Background: an optimization exercise with open tools, aiming at small area. Do not read the settings as production practice. The RTL was checked by simulation tests, not by an equivalence proof against the original design. No activity file was given, so power comes from the tool's default toggle rates.

==> flow/design.v <==
module sel_reg(D,clk,E,rst,out);
parameter size=18;
parameter z=1;
parameter RSTTYPE="SYNC";
input [size-1:0] D;
input clk,rst,E;
output [size-1:0]out;
reg [size-1:0]temp;
generate
    if (z) begin
        if(RSTTYPE=="SYNC")begin
            always @(posedge clk ) begin
                if(rst)temp<=0; 
                else if(E)temp<=D;
            end
        end
        else begin
            always @(posedge clk or posedge rst) begin
                if(rst)temp<=0;
                else if(E)temp<=D;
            end
        end
        assign out = temp;
    end
    else assign out=D;
endgenerate
endmodule
module DSP48A1(A,B,Bcin,C,D,carryin,M,P,carryout,carryoutF,clk,opmode,ceA,ceB,ceC,cecarryin,ceD,ceM,ceopmode,ceP,rstA,rstB,rstC,rstcarryin,rstD,rstM,rstopmode,rstP,Bcout,Pcin,Pcout);
parameter A0REG = 0; 
parameter A1REG = 1;
parameter B0REG = 0; 
parameter B1REG = 1;
parameter CREG = 1;
parameter DREG = 1;
parameter MREG = 1;
parameter PREG = 1;
parameter CARRYINREG = 1;
parameter CARRYOUTREG = 1;
parameter OPMODEREG = 1;
parameter CARRYINSEL ="OPMODE5";
parameter B_INPUT ="DIRECT";
parameter RSTTYPE ="SYNC";
input [17:0]A,B,D;
input [47:0]C,Pcin;
input [17:0]Bcin;
input clk,carryin;
input [7:0]opmode;
input rstA,rstB,rstM,rstP,rstC,rstD,rstcarryin,rstopmode;
input ceA,ceB,ceM,ceP,ceC,ceD,cecarryin,ceopmode;
output [17:0]Bcout;
output [47:0]Pcout,P;
output [35:0]M;
output carryout,carryoutF;
wire [17:0]Bmux_out;
wire [17:0]A0REG_out,B0REG_out,DREG_out,A1REG_out,adder1,adder1_mux_out,B1REG_out;
wire [47:0]CREG_out,PREG_out;
wire [35:0]multiply_out,MREG_out;
wire carryin_MUX_out,CIN;
wire [7:0] opmode_reg_out;
wire [47:0]DAB_conc;
wire [47:0]Xmux_out,Zmux_out,adder2_out;
wire [35:0] M_buff ;
wire carry ;
reg [47:0]reg_X_temp,reg_Z_temp;
assign Bmux_out=(B_INPUT =="DIRECT")? B :(B_INPUT =="CASCADE")? Bcin:0;
sel_reg #(18,A0REG,RSTTYPE) _A0REG(A,clk,ceA,rstA,A0REG_out); 
sel_reg #(18,A1REG,RSTTYPE) _A1REG(A0REG_out,clk,ceA,rstA,A1REG_out); 
sel_reg #(18,B0REG,RSTTYPE) _B0REG(Bmux_out,clk,ceB,rstB,B0REG_out); 
sel_reg #(48,CREG,RSTTYPE) _CREG (C,clk,ceC,rstC,CREG_out); 
sel_reg #(18,DREG,RSTTYPE) _DREG (D,clk,ceD,rstD,DREG_out); 
sel_reg #(8,OPMODEREG,RSTTYPE) _OPMODEREG(opmode,clk,ceopmode,rstopmode,opmode_reg_out); 
assign adder1=(opmode_reg_out[6])? (DREG_out-B0REG_out) : (DREG_out+B0REG_out); 
assign adder1_mux_out=(opmode_reg_out[4])? adder1 : B0REG_out;
sel_reg #(18,B1REG,RSTTYPE) _B1REG(adder1_mux_out,clk,ceB,rstB,B1REG_out);  
assign Bcout=B1REG_out;
assign multiply_out=A1REG_out*B1REG_out;
sel_reg #(36,MREG,RSTTYPE) _MREG (multiply_out,clk,ceM,rstM,MREG_out); 
assign M_buff=MREG_out;
assign M = M_buff;
assign carryin_MUX_out=(CARRYINSEL =="OPMODE5")? opmode_reg_out[5]:(CARRYINSEL =="CARRYIN")? carryin : 0;
sel_reg #(1,CARRYINREG,RSTTYPE) _CYI(carryin_MUX_out,clk,cecarryin,rstcarryin,CIN);
always @(*) begin
    case (opmode_reg_out[1:0])
        0:reg_X_temp=0;
        1:reg_X_temp={12'b0,MREG_out};
        2:reg_X_temp=Pcout;
        3:reg_X_temp=DAB_conc;
    endcase
end
assign DAB_conc={DREG_out[11:0],A1REG_out,B1REG_out};
assign Xmux_out=reg_X_temp;
always @(*) begin
    case (opmode_reg_out[3:2])
        0:reg_Z_temp=0;
        1:reg_Z_temp=Pcin;
        2:reg_Z_temp=Pcout;
        3:reg_Z_temp=CREG_out;
    endcase
end
assign Zmux_out=reg_Z_temp;
assign {carry,adder2_out}=(opmode_reg_out[7])?(Zmux_out-(Xmux_out+CIN)):(Zmux_out+Xmux_out+CIN);
sel_reg #(48,PREG,RSTTYPE) _PREG (adder2_out,clk,ceP,rstP,P);
assign Pcout=P;
sel_reg #(1,CARRYOUTREG,RSTTYPE) _CARRYOUTREG (carry,clk,cecarryin,rstcarryin,carryout);
assign carryoutF=carryout;
endmodule
==> flow/run.sh <==
#!/bin/bash
# synth_recipe.tcl (not shown) runs the flow's synth.tcl, then flattens the netlist and writes it again
# the make line also repeats each setting of config.mk as NAME=value (left out here)
make -C /OpenROAD-flow-scripts/flow DESIGN_CONFIG=/design/flow/config.mk WORK_HOME=/design/flow/orfs CLKGATE_MAP_FILE= SYNTH_SCRIPT=/design/flow/synth_recipe.tcl finish
==> flow/config.mk <==
export PLATFORM = sky130hd
export DESIGN_NAME = DSP48A1
export DESIGN_NICKNAME = DSP48A1
export VERILOG_FILES = /design/flow/design.v
export SDC_FILE = /design/flow/constraint.sdc
export NUM_CORES = 4
export LEC_CHECK = 0
export CAP_MARGIN = 20
export CORE_MARGIN = 2
export CORE_UTILIZATION = 40
export SLEW_MARGIN = 20
==> flow/constraint.sdc <==
create_clock -name core_clock -period 7.5 [get_ports {clk}]
set_input_delay 1.5000 -clock core_clock [delete_from_list [all_inputs] [get_ports {clk}]]
set_output_delay 1.5000 -clock core_clock [all_outputs]
set_load 0.01 [all_outputs]
==> qor.csv <==
stage;metric;value;unit
detailed_routing;drtPass1Iterations;7;
hold_path;worstHoldStart;_CREG.temp[17];
critical_path;r2r_start;_B1REG.temp[3];
place;hpwl;70900;microns
synth;yosysUniqueCellTypes;89;
clock_network;hold_buffers;0;
power_and_ir_drop;leakage;15.0;nW
clock_network;htreeDepth;4;
floorplan;coreArea;68600;sq um
synth;synth_nets;4050;
floorplan;dieWidth;267;microns
sta;skew;0.0193;ns
clock_network;clk_pin_slew;0.08;ns
sta;min_period_over_period;94.1;%
floorplan;die_area;71300;sq um
sta;hold_violations;0;
critical_path;cpPeakStageDelay;0.91;ns
synth;synth-edff-count;0;
final_layout;final_common_cell;inv_1;
sta;report.final.slew_viol_count;0;
clock_network;root_buffer;clkbuf_16;
global_route;grt-ovfl-total;0;
synth;ys_ff_latch;196;
sta;rsz0062_at_grt;false;
sta;timing.fmax;0.142;GHz
hold_path;hold_path.class;reg2reg;
critical_path;crit_start;_B1REG.temp[3];
synth;ys_async_sr_fraction;0;%
clock_network;clk_latency;0.53;ns
detailed_routing;ant_nets;0;
floorplan;start_util;40.3;%
critical_path;worstSetupPathType;reg2reg;
critical_path;cp_slowest_cell;dfxtp_1;
clock_network;cts_made_buffers;17;
final_layout;area_growth;15.6;%
floorplan;die_h;267;microns
synth;synth_top_flop_cell;dfxtp_1;
clock_network;post_cts_resized;0;
flow_run;drv_cap;0;
final_layout;fin_util;46.6;%
floorplan;rows;96;
global_route;grt_pass1_vias;23200;
critical_path;crit_chain;nand2_1, fa_1, fa_1, fa_1, inv_1, fa_1, fa_1, inv_1, fa_1, inv_1, ha_1, a21o_1, a21o_1, a21o_1, a32o_1, o21ai_1, nand3b_1, a221o_1, a21o_1, xnor2_1, a211oi_1;
synth;syn-instance-count;3328;
place;portBuffers;326;
detailed_routing;vias;23500;
sta;period_minus_slack;7.06;ns
clock_network;clkSinkCount;196;
critical_path;cp.required;7.94;ns
detailed_routing;wl_per_cell;19.9;microns
synth;syn_area_per_cell;8.31;sq um
global_route;antenna_found_initial;3;
synth;yosysWarnings;6;
synth;synth_seq_area_share;14.2;%
status;status;complete, no violations;
final_layout;nNetsFinal;4211;
sta;finalSetupTns;0;ns
hold_path;worstHoldEndpoint;_CREG.temp[17];
detailed_routing;routed_wl;88500;microns
sta;setup_viol;0;
clock_network;cts_setup_buffers;0;
clock_network;cts_tree;done;
critical_path;cp_max_fo;21;
synth;netlist_area;27700;sq um
critical_path;cp-start-kind;flop;
critical_path;crit_arrival;7.50;ns
sta;max_slew_margin;26.9;%
critical_path;reg2reg_setup_slack;0.44;ns
critical_path;rr_worst_depth;21;
critical_path;r2r_end;_MREG.temp[35];
sta;worstMarginPinSlew;1.09;ns
global_route;grt.total_usage;24.9;%
global_route;grt_max_degree;55;
critical_path;cp_common_cell;fa_1;
hold_path;hold_depth;2;
power_and_ir_drop;peakVddDrop;0.169;mV
final_layout;final_cell_mix;440 x inv_1, 320 x clkdlybuf4s50_1, 300 x nand2_1, 287 x nor2_1, 267 x ha_1;
clock_network;clk_path_buf_depth;2;
power_and_ir_drop;powerDensity;147;nW/um^2
detailed_routing;via_per_inst;5.31;
detailed_routing;drc;0;
critical_path;end_kind;flop;
global_route;grt_pass1_wl;136000;microns
final_layout;final_layout_size_suffix_gt1_share;6.62;%
floorplan;num_io_pins;346;
place;routabilityCongestion;0.927;
detailed_routing;dr.first_iter.drc_count;1520;
flip-flops by register name, indices dropped and copies added, names as in the netlist:
name               cells
_DREG.temp            18
_CREG.temp            48
_B1REG.temp           18
_A1REG.temp           18
_PREG.temp            48
_CARRYOUTREG.temp      1
_OPMODEREG.temp        8
_MREG.temp            36
_CYI.temp              1
worst max path at each step:
stage	end	slack, ns
final	_MREG.temp[35]	0.44
after global routing	_MREG.temp[35]	0.08
after CTS	_MREG.temp[35]	0.46
after detailed placement	_MREG.temp[35]	0.50
after global placement	_MREG.temp[35]	0.52
after floorplan	_MREG.temp[35]	1.18
cells in the mapped netlist, types with 5 or more instances:
| cell | count | share of area (%) |
|---|---|---|
| a311oi_1 | 14 | 0.44 |
| nor2b_1 | 34 | 0.77 |
| a211oi_1 | 44 | 1.2 |
| nand2_1 | 300 | 4.1 |
| nor3b_1 | 5 | 0.14 |
| mux2_2 | 84 | 3.4 |
| o21a_1 | 21 | 0.57 |
| a22o_1 | 65 | 2.1 |
| or3_1 | 11 | 0.25 |
| xor2_1 | 36 | 1.1 |
| nand4_1 | 19 | 0.43 |
| fa_1 | 261 | 19 |
| dfxtp_1 | 196 | 14 |
| a21oi_1 | 150 | 2.7 |
| a21boi_0 | 9 | 0.24 |
| a221oi_1 | 7 | 0.22 |
| mux2i_1 | 152 | 5.5 |
| inv_1 | 440 | 6.0 |
| o21ai_0 | 64 | 1.2 |
| nor4_1 | 11 | 0.25 |
| o21ai_1 | 8 | 0.14 |
| o21bai_1 | 28 | 0.76 |
| clkbuf_1 | 156 | 2.1 |
| o211ai_1 | 20 | 0.54 |
| ha_1 | 267 | 12 |
| nor3_1 | 43 | 0.78 |
| buf_1 | 23 | 0.31 |
| a22oi_1 | 19 | 0.52 |
| a31o_2 | 8 | 0.25 |
| and2_1 | 144 | 3.3 |
| o31ai_1 | 7 | 0.19 |
| nand3_1 | 20 | 0.36 |
| xnor2_1 | 99 | 3.1 |
| and3_1 | 17 | 0.38 |
| nor2_1 | 288 | 3.9 |
| a41oi_1 | 6 | 0.19 |
| a31oi_1 | 19 | 0.43 |
| a21o_1 | 56 | 1.5 |
| nand2b_1 | 23 | 0.52 |
| buf_4 | 67 | 1.8 |
worst max-delay path: cells and delay by family (launching register included):
kind	cells	cell delay [ns]
buf+inv	3	0.14
flops	1	0.91
compound gates	8	1.96
fa+ha+maj	7	3.44
simple gates	2	0.38
xor+xnor	1	0.12
where the power goes:
group | switching [mW] | internal (mW)
clock network | 0.537 | 0.481
registers | 0.172 | 1.13
logic | 1.32 | 1.06
through the flow:
| step | power (mW) | std cells | setup WS [ns] | cell area, sq um | hold WS (ns) |
|---|---|---|---|---|---|
| after global routing | 5.03 | 4434 | 0.0762 | 32000 | 0.508 |
| after floorplan | 2.91 | 3328 | 1.18 | 27700 | 0.454 |
| after CTS | 4.73 | 4433 | 0.461 | 32000 | 0.496 |
| after global placement | 3.69 | 4401 | 0.518 | 31400 | 0.467 |
| final | 4.71 | 4435 | 0.441 | 32000 | 0.495 |
| after detailed placement | 3.70 | 4401 | 0.500 | 31400 | 0.478 |
final cells by class:
cell class / count / area (sq um)
diodes: 2 / 5.00
clock buffers: 18 / 429
clock inverters: 14 / 180
fillers: 6787 / 36600
inverters: 443 / 1660
multi-input cells: 2438 / 20900
flip-flops and latches: 196 / 3930
well taps: 931 / 1160
repair buffers: 393 / 3740
metal layers:
metal / global-route usage, % / routed length, microns / vias to the layer above
met1: 35.3 / 41900 / 11400
met3: 4.44 / 5440 / 81
met2: 38.7 / 38900 / 710
met5: 0 / 13 / -
met4: 7.27 / 2200 / 2
li1: - / - / 11300
kinds of logic (layout without fill, tap and decap cells):
| logic type | after synthesis | in the layout | synth area share [%] |
|---|---|---|---|
| flops | 196 | 196 | 14.2 |
| other cells | 0 | 2 | 0 |
| buf+inv | 694 | 868 | 10.4 |
| mux | 236 | 236 | 8.92 |
| fa+ha+maj | 528 | 528 | 31.0 |
| simple gates | 940 | 940 | 15.8 |
| compound gates | 599 | 599 | 15.4 |
| xor+xnor | 135 | 135 | 4.27 |

[separate check: timing with driven ports]
How much do the figures lean on ideal ports? The routed layout below was timed once more, with nothing changed but the port constraints.
Step 1 assumes that a clkbuf_16 drives the clock port and a buf_2 every other input.
Step 2 moves the port delays by t, midway between the first and last clock arrival at a register: inputs arrive t later, outputs are due t later. That takes back most of the time a late clock gives input paths.
a / b / c = ideal ports / drivers / drivers and shift; a / b = the first two.
t, ns: 0.581
setup slack, ns: 0.441 / 0.441 / 0.441
hold WS [ns]: 0.495 / 0.495 / 0.495
worst data-port slew with drivers (ns): 0.11
pins driven straight from the clock port: 1
After both steps setup and hold are still met in this run. For this run, drivers alone change the setup slack by 0.000 ns; drivers and shift together by 0.000 ns.
